From an optimization exercise on the open Yosys and OpenROAD flow, aimed at small area and a short achievable clock period; shortcuts taken in it are not production practice. In this exercise RTL edits were held to simulation tests only and were not proved equivalent to the original. The flow treats the clock pin as an ideal source. Dropping or thinning the clock tree relies on that and would not hold on a real chip. Power figures rest on the tool's default switching activity, not on a simulated workload.

==> v9 <==
==> flow/design.v (excerpt) <==
module Binary_mul_16_1_uni (P, A, B, clk, rst_n, en);
    input unsigned [15:0] A;
    input unsigned [15:0] B;
    input clk, rst_n, en;
    output reg unsigned [31:0] P;
    reg  [2:0]  c;       
    reg         first;   
    reg  [15:0] ar;      
    reg  [1:0]  bd;      
    reg  [15:0] h;       
    wire [2:0]  cn = c + 3'd1;
    wire [16:0] pp0 = {1'b0, ar & {16{bd[0]}}};
    wire [16:0] pp1 = {ar & {16{bd[1]}}, 1'b0};
    wire [16:0] hx  = {1'b0, h & {16{~first}}};
    wire [16:0] s   = hx ^ pp0 ^ pp1;
    wire [16:0] cy  = (hx & pp0) | (hx & pp1) | (pp0 & pp1);
    wire [17:0] x = {1'b0, s};
    wire [17:0] y = {cy, 1'b0};
    wire [17:0] g0 = x & y, p0 = x ^ y;
    wire gg0 = g0[1] | (p0[1] & g0[0]);
    wire gg1 = g0[2] | (p0[2] & g0[1]);
    wire pg1 = p0[2] & p0[1];
    wire gg2 = g0[3] | (p0[3] & g0[2]);
    wire pg2 = p0[3] & p0[2];
    wire gg3 = g0[4] | (p0[4] & g0[3]);
    wire pg3 = p0[4] & p0[3];
    wire gg4 = g0[5] | (p0[5] & g0[4]);
    wire pg4 = p0[5] & p0[4];
    wire gg5 = g0[6] | (p0[6] & g0[5]);
    wire pg5 = p0[6] & p0[5];
    wire gg6 = g0[7] | (p0[7] & g0[6]);
    wire pg6 = p0[7] & p0[6];
    wire gg7 = g0[8] | (p0[8] & g0[7]);
    wire pg7 = p0[8] & p0[7];
    wire gg8 = g0[9] | (p0[9] & g0[8]);
    wire pg8 = p0[9] & p0[8];
    wire gg9 = g0[10] | (p0[10] & g0[9]);
    wire pg9 = p0[10] & p0[9];
    wire gg10 = g0[11] | (p0[11] & g0[10]);
    wire pg10 = p0[11] & p0[10];
    wire gg11 = g0[12] | (p0[12] & g0[11]);
    wire pg11 = p0[12] & p0[11];
    wire gg12 = g0[13] | (p0[13] & g0[12]);
    wire pg12 = p0[13] & p0[12];
    wire gg13 = g0[14] | (p0[14] & g0[13]);
    wire pg13 = p0[14] & p0[13];
    wire gg14 = g0[15] | (p0[15] & g0[14]);
    wire pg14 = p0[15] & p0[14];
    wire gg15 = g0[16] | (p0[16] & g0[15]);
    wire pg15 = p0[16] & p0[15];
    wire gg16 = g0[17] | (p0[17] & g0[16]);
    wire pg16 = p0[17] & p0[16];
    wire gg17 = gg1 | (pg1 & g0[0]);
    wire gg18 = gg2 | (pg2 & gg0);
    wire gg19 = gg3 | (pg3 & gg1);
    wire pg19 = pg3 & pg1;
    wire gg20 = gg4 | (pg4 & gg2);
    wire pg20 = pg4 & pg2;
    wire gg21 = gg5 | (pg5 & gg3);
  ...
Settings: LEC_CHECK=0, CAP_MARGIN=20, CORE_MARGIN=2, CORE_UTILIZATION=40, SLEW_MARGIN=20; clock period 10.0 ns.
standard.sh (not shown) runs the stock make flow with config.mk's settings and CLKGATE_MAP_FILE= SYNTH_SCRIPT=/design/flow/synth_recipe.tcl, a recipe that flattens the netlist after the stock synthesis.
==> flow/flow/run.sh <==
#!/bin/bash
# The standard layout (the standard flow's synthesis, constraints and clock period), with
# these changes to how it is made:
# - ports are buffered with the smallest buffer (buf_1) rather than the
#   delay-cell buffer the resizer picks by default;
# - the timing repair aims below the clock period (setup margin), so the
#   resizer also fixes the slowest paths of the design;
# - after clock tree synthesis, post_cts.tcl replaces the clock tree with a
#   flat, balanced one: four clkbuf_16 fed from the clock port, each driving
#   one cluster of flip-flops (flat_cts.tcl), then repairs timing again.
# Make's output goes to standard_flow.log; each tool's own log is kept by
# ORFS under orfs/logs/.
set -uo pipefail
here=$(pwd)
bash standard.sh \
  BUFFER_PORTS_ARGS="-buffer_cell sky130_fd_sc_hd__buf_1" \
  SETUP_SLACK_MARGIN=7.0 \
  POST_CTS_TCL="$here/flow/post_cts.tcl" \
  FLAT_CTS_TCL="$here/flow/flat_cts.tcl" \
  finish > standard_flow.log 2>&1
==> flow/flow/flat_cts.tcl <==
# Replace the clock tree with one level of NBUF clock buffers fed straight
# from the clock port, each driving one cluster of flip-flops.
proc flat_clock_tree { nbuf master_name } {
  set block [ord::get_db_block]
  set db [ord::get_db]
  set master [$db findMaster $master_name]
  set clk_port_net [$block findNet clk]
  # 1. dissolve the existing clock buffers: move their sinks to the port net
  set changed 1
  while { $changed } {
    set changed 0
    foreach it [$clk_port_net getITerms] {
      set inst [$it getInst]
      set m [[$inst getMaster] getName]
      if { [string match "*clkbuf*" $m] || [string match "*clkinv*" $m] } {
        set onet "NULL"
        foreach oit [$inst getITerms] {
          if { [$oit getIoType] == "OUTPUT" && [$oit getNet] != "NULL" } { set onet [$oit getNet] }
        }
        if { $onet != "NULL" } {
          foreach sit [$onet getITerms] {
            if { [$sit getInst] != $inst } {
              $sit disconnect
              $sit connect $clk_port_net
            }
          }
        }
        foreach sit [$inst getITerms] { $sit disconnect }
        odb::dbInst_destroy $inst
        if { $onet != "NULL" } { odb::dbNet_destroy $onet }
        set changed 1
        break
      }
    }
  }
  # 2. collect sinks with locations
  set sinks {}
  foreach it [$clk_port_net getITerms] {
    set inst [$it getInst]
    set loc [$inst getLocation]
    lappend sinks [list $it [lindex $loc 0] [lindex $loc 1]]
  }
  set n [llength $sinks]
  puts "flat_clock_tree: $n sinks, $nbuf buffers"
  # 3. k-means on locations
  set cents {}
  set sorted [lsort -real -index 1 $sinks]
  for {set k 0} {$k < $nbuf} {incr k} {
    set s [lindex $sorted [expr {int(($k + 0.5) * $n / $nbuf)}]]
    lappend cents [list [lindex $s 1] [lindex $s 2]]
  }
  for {set iter 0} {$iter < 30} {incr iter} {
    set assign {}
    foreach s $sinks {
      set best 0; set bd 1e18
      for {set k 0} {$k < $nbuf} {incr k} {
        set c [lindex $cents $k]
        set d [expr {abs([lindex $s 1]-[lindex $c 0]) + abs([lindex $s 2]-[lindex $c 1])}]
        if { $d < $bd } { set bd $d; set best $k }
      }
      lappend assign $best
    }
    set new {}
    for {set k 0} {$k < $nbuf} {incr k} {
      set sx 0; set sy 0; set cnt 0
      foreach s $sinks a $assign {
        if { $a == $k } { set sx [expr {$sx + [lindex $s 1]}]; set sy [expr {$sy + [lindex $s 2]}]; incr cnt }
      }
      if { $cnt > 0 } { lappend new [list [expr {$sx / $cnt}] [expr {$sy / $cnt}]] } else { lappend new [lindex $cents $k] }
    }
    set cents $new
  }
  # 4. create the buffers
  for {set k 0} {$k < $nbuf} {incr k} {
    set inst [odb::dbInst_create $block $master "clkflat_$k"]
    set net [odb::dbNet_create $block "clkflat_net_$k"]
    $net setSigType CLOCK
    [$inst findITerm A] connect $clk_port_net
    [$inst findITerm X] connect $net
    set c [lindex $cents $k]
    $inst setLocation [expr {int([lindex $c 0])}] [expr {int([lindex $c 1])}]
    $inst setPlacementStatus PLACED
    foreach s $sinks a $assign {
      if { $a == $k } {
        set it [lindex $s 0]
        $it disconnect
        $it connect $net
      }
    }
  }
}
==> flow/flow/post_cts.tcl <==
# Replace the clock tree that clock_tree_synthesis built with a flat one:
# four clkbuf_16 fed from the clock port, each driving one cluster of
# flip-flops. Then legalize and repair timing again with the new clock.
source $::env(FLAT_CTS_TCL)
flat_clock_tree 4 sky130_fd_sc_hd__clkbuf_16
detailed_placement
estimate_parasitics -placement
repair_timing_helper
detailed_placement
check_placement -verbose
==> v17 (differences from v9) <==
--- a/flow/design.v
+++ b/flow/design.v
@@ -131,9 +131,9 @@
         first <= (cn == 3'd0);
         ar <= A;
         bd <= B[2*cn +: 2];
         h  <= t[17:2];
         P[2*c +: 2] <= t[1:0];
-        if (c == 3'd0)
+        if (first)
             P[31:16] <= h;
     end
 endmodule
==> flow/flow/run.sh (replaced) <==
#!/bin/bash
# The standard layout, with two changes to how it is made:
# - ports are buffered with the smallest buffer (buf_1) rather than the
#   delay-cell buffer the resizer picks by default;
# - the timing repair aims below the clock period (setup margin), so the
#   resizer also fixes the slowest paths of the design.
# The clock period, constraints and synthesis are the standard flow's own.
set -uo pipefail
bash standard.sh \
  BUFFER_PORTS_ARGS="-buffer_cell sky130_fd_sc_hd__buf_1" \
  SETUP_SLACK_MARGIN=7.0 \
  finish > standard_flow.log 2>&1
removed: flow/flow/flat_cts.tcl
removed: flow/flow/post_cts.tcl
==> v25 (differences from v9) <==
==> flow/flow/run.sh (replaced) <==
#!/bin/bash
# The standard layout (the standard flow's synthesis, constraints and clock period), with
# these changes to how it is made:
# - ports are buffered with the smallest buffer (buf_1) rather than the
#   delay-cell buffer the resizer picks by default;
# - the timing repair aims below the clock period (setup margin), so the
#   resizer also fixes the slowest paths of the design; it only resizes
#   and swaps pins (no new buffers) and works on the worst path only;
# - after clock tree synthesis, post_cts.tcl replaces the clock tree with a
#   flat, balanced one: four clkbuf_16 fed from the clock port, each driving
#   one cluster of flip-flops (flat_cts.tcl), then repairs timing again.
# Make's output goes to standard_flow.log; each tool's own log is kept by
# ORFS under orfs/logs/.
set -uo pipefail
here=$(pwd)
bash standard.sh \
  BUFFER_PORTS_ARGS="-buffer_cell sky130_fd_sc_hd__buf_1" \
  SETUP_SLACK_MARGIN=7.2 \
  SETUP_MOVE_SEQUENCE=unbuffer,sizeup,swap \
  TNS_END_PERCENT=0 \
  POST_CTS_TCL="$here/flow/post_cts.tcl" \
  FLAT_CTS_TCL="$here/flow/flat_cts.tcl" \
  finish > standard_flow.log 2>&1
==> qor summary <==
| quantity | v25 | v9 | v17 |
|---|---|---|---|
| Run status | timing/DRC/antenna clean | timing/DRC/antenna clean | timing/DRC/antenna clean |
| Via count of the first global-routing pass | 2696 | 2570 | 2657 |
| Commonest non-fill, non-tap cell in the layout | dfxtp_1 | buf_1 | - |
| Routed length on met1 | 3460 um | 3400 um | 3320 um |
| Comb power | 0.311 mW | 0.296 mW | 0.300 mW |
| Final Hold Slack | 0.461 ns | 0.448 ns | 0.446 ns |
| Sequential cell area | 1430 um^2 | 1430 um^2 | 1420 um^2 |
| Clock group share of total power | 22.6% | 17.0% | 24.6% |
| Floorplan die area | 9790 um^2 | 9790 um^2 | 9800 um^2 |
| Initial cell density of the core | 41.3% | 41.3% | 41.4% |
| Routed length per placed instance | 14.0 um | 13.8 um | 13.2 um |
| Global-route wire length before repair | 12400 um | 11800 um | 12000 um |
| Met3 usage in global routing | 3.19% | 2.77% | 4.04% |
| Clk pin slew, worst setup/hold paths | 0.10 ns | 0.08 ns | 0.08 ns |
| Fraction of the mapped netlist area in simple logic gates | 19.5% | 19.5% | 20.0% |
| GRT Total Usage | 15.7% | 14.9% | 15.3% |
| Crit-path slowest cell | mux4_2 | fa_1 | dfxtp_1 |
| Post-route setup slack | 7.24 ns | 7.14 ns | 7.12 ns |
| VDD IR max | 96.3 uV | 124 uV | 91.5 uV |
| Share of the synthesized area in compound gates (AO/OA/AOI/OAI) | 12.1% | 12.1% | 12.1% |
| Fraction of synthesized cell area taken by the top area cell type | 37.2% | 37.2% | 37.1% |
| Net switching power figure | 0.285 mW | 0.272 mW | 0.315 mW |
| Power share of the combinational group | 34.0% | 35.5% | 32.5% |
| Netlist area before placement | 3610 um^2 | 3610 um^2 | 3610 um^2 |
| Critical Path Sink | bd[1]$_DFF_P_ | h[15]$_DFF_P_ | P[25] |
| Reg power frac | 43.4% | 47.5% | 42.9% |
| Fraction of area in multi-input gates | 50.9% | 51.8% | 50.5% |
In v9 and v25 the design's own scripts or RTL, not TritonCTS, make the clock network.

* * *

==> job 3915: inputs <==
Binary_mul_16_1_uni, a different RTL version from the one above (not shown whole).
clock: 10.0 ns
lec_check: 0
cap_margin: 20
core_margin: 2
core_utilization: 40
slew_margin: 20
==> flow/flow/run.sh <==
#!/bin/bash
bash standard.sh > standard.log 2>&1
==> job 9842 (differences from job 3915) <==
==> flow/run.sh (new file) <==
#!/bin/bash
# synth_recipe.tcl (not shown) runs the flow's synth.tcl, then flattens the netlist and writes it again
# the make line also repeats each setting of config.mk as NAME=value (left out here)
make -C /OpenROAD-flow-scripts/flow DESIGN_CONFIG=/design/flow/config.mk WORK_HOME=/design/flow/orfs CLKGATE_MAP_FILE= SYNTH_SCRIPT=/design/flow/synth_recipe.tcl finish
removed: flow/flow/run.sh
removed: flow/standard.sh
==> comparison table <==
| item | job 9842 | job 3915 |
|---|---|---|
| Synthesized cell area | 3980 um^2 | 3980 um^2 |
| Leakage power figure | 2.21 nW | 2.21 nW |
| Proportion of synthesized chip area in sequential cells | 35.7% | 35.7% |
| Unique cell type count in the Yosys netlist | 69 | 69 |
| Max Buffers Root-to-Sink | 2 | 2 |
| Number of sequential storage elements | 70 | 70 |
| Capturing element type of the critical path | register | register |
| Biggest cell delay along the critical path | 0.77 ns | 0.77 ns |
| Beginning of the critical path | bd[0] | bd[0] |
| Met1 Routed Length | 3950 um | 3950 um |
| Area share of the largest cell type after synthesis | 33.2% | 33.2% |
| IR Drop Worst-Case VDD | 0.161 mV | 0.161 mV |
| Biggest consumer | combinational logic | combinational logic |
| Vias | 3161 | 3161 |
| Worst Hold End | P[27] | P[27] |
| Async S/R FF share, synth | 5.71% | 5.71% |
| Mean cell area of the mapped netlist | 9.30 um^2 | 9.30 um^2 |
| Terminus of the critical flop-to-flop path | P[27] | P[27] |
| Worst path required time | 10.23 ns | 10.23 ns |
| Outcome | complete, no violations | complete, no violations |
| Post-Layout Cell Count | 627 | 627 |
| Remaining max-slew budget at the tightest pin | 51.8% | 51.8% |
| Met2 wirelength from detailed routing | 4170 um | 4170 um |
| Final hold slack | 0.477 ns | 0.477 ns |
| Number of clock sinks | 70 | 70 |

-- port drivers added, routing unchanged --
The flow's constraints put no driver on any port. The routed layouts listed below were extracted and timed again, unchanged, in two steps.
Step 1 sets driving cells, clkbuf_16 on the clock port and buf_2 on the other inputs (assumed; they add their load-dependent delay and slew).
Step 2 adds t to the input delays and takes it off the output delays; t is the mean of the earliest and latest rising clock arrival at the registers after step 1. Input paths then give back, and output paths get back, about the clock's delay inside the block.
Three values: no drivers, after step 1, after step 2; two values: the first two.
| run | shift t [ns] | slack for setup (ns) | clock arrival spread, ns |
|---|---|---|---|
| v9 | 0.215 | 7.137 / 7.137 / 7.027 | 0.024 / 0.024 |
| v17 | 0.375 | 7.122 / 7.093 / 7.079 | 0.015 / 0.014 |
| v25 | 0.228 | 7.240 / 7.254 / 7.067 | 0.024 / 0.024 |
| job 3915 | 0.392 | 6.603 / 6.603 / 6.603 | 0.011 / 0.011 |
| job 9842 | 0.392 | 6.603 / 6.603 / 6.603 | 0.011 / 0.011 |
After both steps setup and hold are still met in every run listed. The setup slack of v25, which loses most, moves by +0.014 ns with the drivers and by -0.173 ns with both steps.
